This design comes from an exercise in tuning for small area, a short achievable clock period and few clock cycles on the open sky130 flow, not from production work.
RTL that was checked went through simulation tests only; none was proved equivalent to the original.
Power and IR drop assume default switching activity.

==> inputs of run a <==
==> flow/design.v <==
module CHIP(
    input         clk, rst_n ,
    output        mem_wen_D  ,
    output [31:0] mem_addr_D ,
    output [31:0] mem_wdata_D,
    input  [31:0] mem_rdata_D,
    output [31:0] mem_addr_I ,
    input  [31:0] mem_rdata_I
);
    integer i;
    function [32:0] padd(input [31:0] x, input [31:0] y, input cin);
        reg [31:0] g, p, gg, pp;
        integer l, k, j;
        begin
            g = x & y;
            p = x ^ y;
            gg = g;
            pp = p;
            gg[0] = g[0] | (p[0] & cin);
            for (l = 0; l < 5; l = l + 1)
                for (k = 0; k < 32; k = k + 1)
                    if (k[l]) begin
                        j = ((k >> (l + 1)) << (l + 1)) + (1 << l) - 1;
                        gg[k] = gg[k] | (pp[k] & gg[j]);
                        pp[k] = pp[k] & pp[j];
                    end
            padd = {gg[31], p ^ {gg[30:0], cin}};
        end
    endfunction
    function [31:0] incr(input [31:0] x);
        reg [31:0] t;
        integer k;
        begin
            t[0] = 1'b1;
            for (k = 1; k < 32; k = k + 1) t[k] = t[k-1] & x[k-1];
            incr = x ^ t;
        end
    endfunction
    function [31:0] decr(input [31:0] x);
        reg [31:0] t;
        integer k;
        begin
            t[0] = 1'b1;
            for (k = 1; k < 32; k = k + 1) t[k] = t[k-1] & !x[k-1];
            decr = x ^ t;
        end
    endfunction
    reg [31:1] pc;
    reg [31:0] rf [1:31];
    reg [31:1] valid;
    reg        v2, we2, ld2, st2, beq2, jalr2, link2, sub2, and2, or2, slt2;
    reg [4:0]  rd2;
    reg [31:0] a2, b2, y2;
    reg        we3, ld3, wen3;
    reg [4:0]  rd3;
    reg [31:0] r3, sd3;
    wire [31:0] inst = {mem_rdata_I[7:0], mem_rdata_I[15:8], mem_rdata_I[23:16], mem_rdata_I[31:24]};
    assign mem_addr_I = {pc, 1'b0};
    wire is_r    = inst[4];
    wire is_sw   = !inst[6] & inst[5] & !inst[4];
    wire is_beq  = inst[6] & !inst[2];
    wire is_jal  = inst[3];
    wire is_jalr = inst[2] & !inst[3];
    wire is_link = inst[2];
    wire wr1     = inst[4] | !inst[5] | inst[2];
    wire [4:0] rs1 = inst[19:15];
    wire [4:0] rs2 = inst[24:20];
    wire [4:0] rd1 = inst[11:7];
    wire [31:0] imm_i = {{20{inst[31]}}, inst[31:20]};
    wire [31:0] imm_s = {{20{inst[31]}}, inst[31:25], inst[11:7]};
    wire [32:0] jlo    = padd({12'd0, pc[20:1]}, {12'd0, inst[31], inst[19:12], inst[20], inst[30:21]}, 1'b0);
    wire [10:0] pchi_j = pc[31:21];
    wire [31:0] pchi_jp = incr({21'd0, pchi_j});
    wire [31:0] pchi_jm = decr({21'd0, pchi_j});
    wire [10:0] jhi    = (jlo[20] == inst[31]) ? pchi_j : jlo[20] ? pchi_jp[10:0] : pchi_jm[10:0];
    wire [31:1] jal_tgt = {jhi, jlo[19:0]};
    wire [32:0] blo    = padd({20'd0, pc[12:1]}, {20'd0, inst[31], inst[7], inst[30:25], inst[11:8]}, 1'b0);
    wire [18:0] pchi_b = pc[31:13];
    wire [31:0] pchi_bp = incr({13'd0, pchi_b});
    wire [31:0] pchi_bm = decr({13'd0, pchi_b});
    wire [18:0] bhi    = (blo[12] == inst[31]) ? pchi_b : blo[12] ? pchi_bp[18:0] : pchi_bm[18:0];
    wire [31:0] beq_tgt = {bhi, blo[11:0], 1'b0};
    wire [31:1] pc4 = pc + 31'd2;
    wire [31:0] r2;
    wire [31:0] wb3 = ld3 ? {mem_rdata_D[7:0], mem_rdata_D[15:8], mem_rdata_D[23:16], mem_rdata_D[31:24]} : r3;
    wire f2_1 = v2 & we2 & (rd2 == rs1);
    wire f2_2 = v2 & we2 & (rd2 == rs2);
    wire f3_1 = we3 & (rd3 == rs1);
    wire f3_2 = we3 & (rd3 == rs2);
    reg [31:0] rf1, rf2;
    always @(*) begin
        rf1 = 32'd0;
        rf2 = 32'd0;
        for (i = 1; i < 32; i = i + 1) begin
            rf1 = rf1 | ({32{rs1 == i && valid[i]}} & rf[i]);
            rf2 = rf2 | ({32{rs2 == i && valid[i]}} & rf[i]);
        end
    end
    wire s2_1 = f2_1;
    wire s3_1 = f3_1 & !f2_1;
    wire sr_1 = !f2_1 & !f3_1;
    wire [31:0] a1 = ({32{s2_1}} & r2) | ({32{s3_1}} & wb3) | ({32{sr_1}} & rf1);
    wire sl_2 = is_link;
    wire s2_2 = f2_2 & !is_link;
    wire s3_2 = f3_2 & !f2_2 & !is_link;
    wire sr_2 = !f2_2 & !f3_2 & !is_link;
    wire [31:0] b1 = ({32{sl_2}} & {pc4, 1'b0}) | ({32{s2_2}} & r2) | ({32{s3_2}} & wb3) | ({32{sr_2}} & rf2);
    wire yt   = is_beq;
    wire yi   = !is_r & !is_beq;
    wire y2s  = f2_2 & is_r;
    wire y3s  = f3_2 & !f2_2 & is_r;
    wire yrs  = !f2_2 & !f3_2 & is_r;
    wire [31:0] y1 = ({32{yt}} & beq_tgt) | ({32{yi}} & (is_sw ? imm_s : imm_i)) |
                     ({32{y2s}} & r2) | ({32{y3s}} & wb3) | ({32{yrs}} & rf2);
    wire stall = v2 & ld2 & we2 & ((rd2 == rs1) | (rd2 == rs2));
    wire [32:0] sum = padd(a2, y2 ^ {32{sub2}}, sub2);
    wire        lt  = (a2[31] ^ b2[31]) ? a2[31] : sum[31];
    assign r2 = and2  ? (a2 & b2) :
                or2   ? (a2 | b2) :
                slt2  ? {31'd0, lt} :
                link2 ? b2 : sum[31:0];
    wire        eq       = (a2 == b2);
    wire        redirect = v2 & ((beq2 & eq) | jalr2);
    wire [31:1] target   = jalr2 ? sum[31:1] : y2[31:1];
    assign mem_addr_D  = r3;
    assign mem_wdata_D = {sd3[7:0], sd3[15:8], sd3[23:16], sd3[31:24]};
    assign mem_wen_D   = wen3;
    always @(posedge clk) begin
        if (!rst_n) begin
            pc   <= 31'd0;
            v2   <= 1'b0;
            we3  <= 1'b0;
            wen3 <= 1'b0;
        end else begin
            if (redirect)     pc <= target;
            else if (stall)   pc <= pc;
            else if (is_jal)  pc <= jal_tgt;
            else              pc <= pc4;
            v2   <= !redirect & !stall;
            we3  <= v2 & we2;
            wen3 <= v2 & st2;
        end
        we2  <= wr1 & (rd1 != 5'd0);
        ld2  <= !inst[5];
        st2  <= is_sw;
        beq2 <= is_beq;
        jalr2 <= is_jalr;
        link2 <= is_link;
        sub2 <= (is_r & inst[30]) | (is_r & !inst[14] & inst[13]);
        and2 <= is_r & inst[14] & inst[13] & inst[12];
        or2  <= is_r & inst[14] & inst[13] & !inst[12];
        slt2 <= is_r & !inst[14] & inst[13];
        rd2  <= rd1;
        a2   <= a1;
        b2   <= b1;
        y2   <= y1;
        ld3 <= ld2;
        rd3 <= rd2;
        r3  <= r2;
        sd3 <= b2;
        if (we3) rf[rd3] <= wb3;
    end
    always @(posedge clk) begin
        if (!rst_n) valid <= 31'd0;
        else if (we3) valid[rd3] <= 1'b1;
    end
endmodule
==> flow/flow/run.sh <==
#!/bin/bash
# Standard ORFS layout, with timing repair aimed below the clock period.
set -euo pipefail
MARGIN=$(cat flow/margin.txt)
bash standard.sh SETUP_SLACK_MARGIN=$MARGIN finish > standard.log 2>&1
==> flow/flow/margin.txt <==
6.5
==> flow/standard.sh <==
#!/bin/bash
# synth_recipe.tcl (not shown) runs the flow's synth.tcl, then flattens the netlist and writes it again
# the make line also repeats each setting of config.mk as NAME=value (left out here)
make -C /OpenROAD-flow-scripts/flow DESIGN_CONFIG=/design/flow/config.mk WORK_HOME=/design/flow/orfs CLKGATE_MAP_FILE= SYNTH_SCRIPT=/design/flow/synth_recipe.tcl "${@:-finish}"
==> flow/config.mk <==
export PLATFORM = sky130hd
export DESIGN_NAME = CHIP
export DESIGN_NICKNAME = CHIP
export VERILOG_FILES = /design/flow/design.v
export SDC_FILE = /design/flow/constraint.sdc
export NUM_CORES = 4
export LEC_CHECK = 0
export CAP_MARGIN = 20
export CORE_MARGIN = 2
export CORE_UTILIZATION = 40
export PLACE_DENSITY = 0.45
export SLEW_MARGIN = 20
==> flow/constraint.sdc <==
create_clock -name core_clock -period 10.5 [get_ports {clk}]
set_input_delay 2.1000 -clock core_clock [delete_from_list [all_inputs] [get_ports {clk}]]
set_output_delay 2.1000 -clock core_clock [all_outputs]
set_load 0.01 [all_outputs]
==> run b: changes against run a <==
--- a/flow/design.v
+++ b/flow/design.v
@@ -113,4 +113,5 @@
     wire [31:0] y1 = ({32{yt}} & beq_tgt) | ({32{yi}} & (is_sw ? imm_s : imm_i)) |
                      ({32{y2s}} & r2) | ({32{y3s}} & wb3) | ({32{yrs}} & rf2);
+    wire beq_same = is_beq & (rs1 == rs2);
     wire stall = v2 & ld2 & we2 & ((rd2 == rs1) | (rd2 == rs2));
     wire [32:0] sum = padd(a2, y2 ^ {32{sub2}}, sub2);
@@ -123,4 +124,11 @@
     wire        redirect = v2 & ((beq2 & eq) | jalr2);
     wire [31:1] target   = jalr2 ? sum[31:1] : y2[31:1];
+    wire [31:1] s1_tgt = is_jal ? jal_tgt : beq_tgt[31:1];
+    wire        s1_red = is_jal | beq_same;
+    wire        pn_t = redirect;
+    wire        pn_h = !redirect & stall;
+    wire        pn_s = !redirect & !stall & s1_red;
+    wire        pn_4 = !redirect & !stall & !s1_red;
+    wire [31:1] pc_next = ({31{pn_t}} & target) | ({31{pn_h}} & pc) | ({31{pn_s}} & s1_tgt) | ({31{pn_4}} & pc4);
     assign mem_addr_D  = r3;
     assign mem_wdata_D = {sd3[7:0], sd3[15:8], sd3[23:16], sd3[31:24]};
@@ -133,8 +141,5 @@
             wen3 <= 1'b0;
         end else begin
-            if (redirect)     pc <= target;
-            else if (stall)   pc <= pc;
-            else if (is_jal)  pc <= jal_tgt;
-            else              pc <= pc4;
+            pc <= pc_next;
             v2   <= !redirect & !stall;
             we3  <= v2 & we2;
@@ -144,5 +149,5 @@
         ld2  <= !inst[5];
         st2  <= is_sw;
-        beq2 <= is_beq;
+        beq2 <= is_beq & (rs1 != rs2);
         jalr2 <= is_jalr;
         link2 <= is_link;
@@ -163,5 +168,7 @@
     always @(posedge clk) begin
         if (!rst_n) valid <= 31'd0;
-        else if (we3) valid[rd3] <= 1'b1;
+        else
+            for (i = 1; i < 32; i = i + 1)
+                if (we3 && rd3 == i) valid[i] <= 1'b1;
     end
 endmodule
==> flow/flow/run.sh (replaced) <==
#!/bin/bash
# Standard ORFS layout, with timing repair aimed below the clock period and
# plain buffers (not delay cells) on the ports.
set -euo pipefail
MARGIN=$(cat flow/margin.txt)
bash standard.sh SETUP_SLACK_MARGIN=$MARGIN "BUFFER_PORTS_ARGS=-buffer_cell sky130_fd_sc_hd__buf_2" finish > standard.log 2>&1
==> flow/flow/margin.txt (replaced) <==
6.6
- CTS_BUF_LIST: not set -> sky130_fd_sc_hd__clkbuf_4 sky130_fd_sc_hd__clkbuf_8
- TNS_END_PERCENT: not set -> 10
==> run c: changes against run a <==
==> flow/design.v (replaced) <==
module CHIP(
    input         clk, rst_n ,
    output        mem_wen_D  ,
    output [31:0] mem_addr_D ,
    output [31:0] mem_wdata_D,
    input  [31:0] mem_rdata_D,
    output [31:0] mem_addr_I ,
    input  [31:0] mem_rdata_I
);
    integer i;
    reg [31:1] pc;
    reg [31:0] rf [1:31];
    reg [31:1] valid;
    reg        v2, we2, ld2, st2, beq2, jalr2, link2, sub2, and2, or2, slt2, imm2_sel;
    reg [4:0]  rd2;
    reg [31:0] a2, b2, i2;
    reg        we3, ld3, wen3;
    reg [4:0]  rd3;
    reg [31:0] r3, sd3;
    wire [31:0] inst = {mem_rdata_I[7:0], mem_rdata_I[15:8], mem_rdata_I[23:16], mem_rdata_I[31:24]};
    wire [31:0] pc32 = {pc, 1'b0};
    assign mem_addr_I = pc32;
    wire is_r    = inst[4];
    wire is_lw   = !inst[5];
    wire is_sw   = !inst[6] & inst[5] & !inst[4];
    wire is_beq  = inst[6] & !inst[2];
    wire is_jal  = inst[3];
    wire is_jalr = inst[2] & !inst[3];
    wire is_link = inst[2];
    wire wr1     = inst[4] | !inst[5] | inst[2];
    wire [4:0] rs1 = inst[19:15];
    wire [4:0] rs2 = inst[24:20];
    wire [4:0] rd1 = inst[11:7];
    wire [31:0] imm_i = {{20{inst[31]}}, inst[31:20]};
    wire [31:0] imm_s = {{20{inst[31]}}, inst[31:25], inst[11:7]};
    wire [31:0] imm_b = {{20{inst[31]}}, inst[7], inst[30:25], inst[11:8], 1'b0};
    wire [31:0] imm_j = {{12{inst[31]}}, inst[19:12], inst[20], inst[30:21], 1'b0};
    wire [31:0] br_tgt = pc32 + (inst[3] ? imm_j : imm_b);
    wire [31:1] pc4    = pc + 31'd2;
    reg [31:0] rf1, rf2;
    always @(*) begin
        rf1 = 32'd0;
        rf2 = 32'd0;
        for (i = 1; i < 32; i = i + 1) begin
            rf1 = rf1 | ({32{rs1 == i && valid[i]}} & rf[i]);
            rf2 = rf2 | ({32{rs2 == i && valid[i]}} & rf[i]);
        end
    end
    wire [31:0] r2;
    wire [31:0] wb3 = ld3 ? {mem_rdata_D[7:0], mem_rdata_D[15:8], mem_rdata_D[23:16], mem_rdata_D[31:24]} : r3;
    wire f2_1 = v2 & we2 & (rd2 == rs1);
    wire f2_2 = v2 & we2 & (rd2 == rs2);
    wire f3_1 = we3 & (rd3 == rs1);
    wire f3_2 = we3 & (rd3 == rs2);
    wire [31:0] a1 = f2_1 ? r2 : f3_1 ? wb3 : rf1;
    wire [31:0] b1 = is_link ? {pc4, 1'b0} : f2_2 ? r2 : f3_2 ? wb3 : rf2;
    wire stall = v2 & ld2 & we2 & ((rd2 == rs1) | (rd2 == rs2));
    wire [31:0] yv  = imm2_sel ? i2 : b2;
    wire [31:0] sum = a2 + (yv ^ {32{sub2}}) + {31'd0, sub2};
    wire        lt  = (a2[31] ^ b2[31]) ? a2[31] : sum[31];
    assign r2 = and2  ? (a2 & b2) :
                or2   ? (a2 | b2) :
                slt2  ? {31'd0, lt} :
                link2 ? b2 : sum;
    wire        eq       = (a2 == b2);
    wire        redirect = v2 & ((beq2 & eq) | jalr2);
    wire [31:1] target   = jalr2 ? sum[31:1] : i2[31:1];
    assign mem_addr_D  = r3;
    assign mem_wdata_D = {sd3[7:0], sd3[15:8], sd3[23:16], sd3[31:24]};
    assign mem_wen_D   = wen3;
    always @(posedge clk) begin
        if (!rst_n) begin
            pc   <= 31'd0;
            v2   <= 1'b0;
            we3  <= 1'b0;
            wen3 <= 1'b0;
        end else begin
            if (redirect)     pc <= target;
            else if (stall)   pc <= pc;
            else if (is_jal)  pc <= br_tgt[31:1];
            else              pc <= pc4;
            v2   <= !redirect & !stall;
            we3  <= v2 & we2;
            wen3 <= v2 & st2;
        end
        we2      <= wr1 & (rd1 != 5'd0);
        ld2      <= is_lw;
        st2      <= is_sw;
        beq2     <= is_beq;
        jalr2    <= is_jalr;
        link2    <= is_link;
        sub2     <= (is_r & inst[30]) | (is_r & !inst[14] & inst[13]);
        and2     <= is_r & inst[14] & inst[13] & inst[12];
        or2      <= is_r & inst[14] & inst[13] & !inst[12];
        slt2     <= is_r & !inst[14] & inst[13];
        imm2_sel <= !is_r & !is_beq;
        rd2      <= rd1;
        a2       <= a1;
        b2       <= b1;
        i2       <= is_beq ? br_tgt : is_sw ? imm_s : imm_i;
        ld3 <= ld2;
        rd3 <= rd2;
        r3  <= r2;
        sd3 <= b2;
        if (we3) rf[rd3] <= wb3;
    end
    always @(posedge clk) begin
        if (!rst_n) valid <= 31'd0;
        else if (we3) valid[rd3] <= 1'b1;
    end
endmodule
==> flow/run.sh (new file) <==
#!/bin/bash
# synth_recipe.tcl (not shown) runs the flow's synth.tcl, then flattens the netlist and writes it again
# the make line also repeats each setting of config.mk as NAME=value (left out here)
make -C /OpenROAD-flow-scripts/flow DESIGN_CONFIG=/design/flow/config.mk WORK_HOME=/design/flow/orfs CLKGATE_MAP_FILE= SYNTH_SCRIPT=/design/flow/synth_recipe.tcl finish
- PLACE_DENSITY: 0.45 -> not set
removed: flow/flow/run.sh
removed: flow/flow/margin.txt
removed: flow/standard.sh
==> run d: changes against run a <==
==> flow/flow/run.sh (replaced) <==
#!/bin/bash
# Standard ORFS layout, with timing repair aimed below the clock period and
# plain buffers (not delay cells) on the ports.
set -euo pipefail
MARGIN=$(cat flow/margin.txt)
bash standard.sh SETUP_SLACK_MARGIN=$MARGIN "BUFFER_PORTS_ARGS=-buffer_cell sky130_fd_sc_hd__buf_2" finish > standard.log 2>&1
==> flow/flow/margin.txt (replaced) <==
6.6
- TNS_END_PERCENT: not set -> 10
==> qor summary <==
item	run a	run c	run d	run b
Run status	finished clean	finished clean	finished clean	finished clean
Endpoint of the lowest-slack register-to-register path	pc[29]$_SDFFE_PN0P_	b2[28]$_DFF_P_	pc[27]$_SDFFE_PN0P_	y2[16]$_DFF_P_
Vias per std cell	7.30	7.40	7.27	7.29
Proportion of synthesized chip area in sequential cells	0.598	0.605	0.598	0.604
FFs & Latches	1238	1239	1238	1238
Root buf cell	sky130_fd_sc_hd__clkbuf_16	sky130_fd_sc_hd__clkbuf_16	sky130_fd_sc_hd__clkbuf_16	sky130_fd_sc_hd__clkbuf_8
TritonRoute pass-1 iters	13	14	10	8
Worst setup endpoint	y2[24]$_DFF_P_	b2[13]$_DFF_P_	y2[21]$_DFF_P_	b2[8]$_DFF_P_
Post-route clock skew	0.0361 ns	0.0370 ns	0.0432 ns	0.0443 ns
Total power	12.2 mW	11.7 mW	11.9 mW	12.1 mW
Cell internal pwr	8.93 mW	8.67 mW	8.74 mW	8.68 mW
Met1 track utilization from global routing	0.544	0.442	0.532	0.524
Average cell area after synthesis	12.4 um^2	12.4 um^2	12.4 um^2	12.5 um^2
Die ar.	148000 um^2	146000 um^2	148000 um^2	147000 um^2
Critical-path top delay cell	sky130_fd_sc_hd__or4_4	sky130_fd_sc_hd__clkdlybuf4s50_1	sky130_fd_sc_hd__or4_4	sky130_fd_sc_hd__and3_4
Clock transition time at the flip-flop clock pins of the worst setup and hold paths	0.07 ns	0.06 ns	0.06 ns	0.06 ns
Detailed Place HPWL	177 mm	157 mm	176 mm	191 mm
Max FO, Critical Path	12	20	22	22
Switching Power	3.27 mW	3.00 mW	3.16 mW	3.40 mW
Min setup slack post-route	6.28 ns	4.52 ns	6.26 ns	6.26 ns
Total met3 wirelength after detailed routing	48.4 mm	45.7 mm	43.3 mm	43.6 mm
Routed vias	52500	49600	50500	50500
Post-Synth Simple-Gate Area	0.0914	0.0872	0.0914	0.0872
Worst hold slack across all endpoints	0.373 ns	0.379 ns	0.373 ns	0.372 ns
Critical Path Stages	13	11	11	10
Maximum clock frequency	237 MHz	167 MHz	236 MHz	236 MHz
Testbench counts of run b, summed over its fixed seeds: cycles 17,482.
Function not checked in run a, run c and run d: the RTL went through the layout flow alone.

afterwards: timing with drivers on the ports:
No port has a modelled driver above. Below, the same layouts with a new extraction and two added sets of constraints.
Step 1, drivers: a clkbuf_16 drives clk and a buf_2 each remaining input, both assumed.
Step 2 moves the port delays by t, midway between the first and last clock arrival at a register: inputs arrive t later, outputs are due t later. That takes back most of the time a late clock gives input paths.
Slacks: ideal / step 1 / step 2; pairs: ideal / step 1.
run | shift t [ns] | setup slack, ns | hold slack, ns | worst register clock-pin slew, ns | worst slew at a driven data input, ns
run a | 0.871 | 6.277 / 6.293 / 5.421 | 0.373 / 0.373 / 0.373 | 0.07 / 0.07 | 0.08
run b | 1.031 | 6.256 / 6.288 / 5.257 | 0.372 / 0.372 / 0.372 | 0.08 / 0.08 | 0.05
run c | 0.855 | 4.516 / 4.572 / 3.718 | 0.379 / 0.379 / 0.379 | 0.07 / 0.07 | 0.06
run d | 0.869 | 6.257 / 6.284 / 5.416 | 0.373 / 0.373 / 0.373 | 0.07 / 0.07 | 0.09
After both steps every run listed still meets setup and hold. The setup slack of run b, which loses most, moves by +0.032 ns with the drivers and by -0.999 ns with both steps.
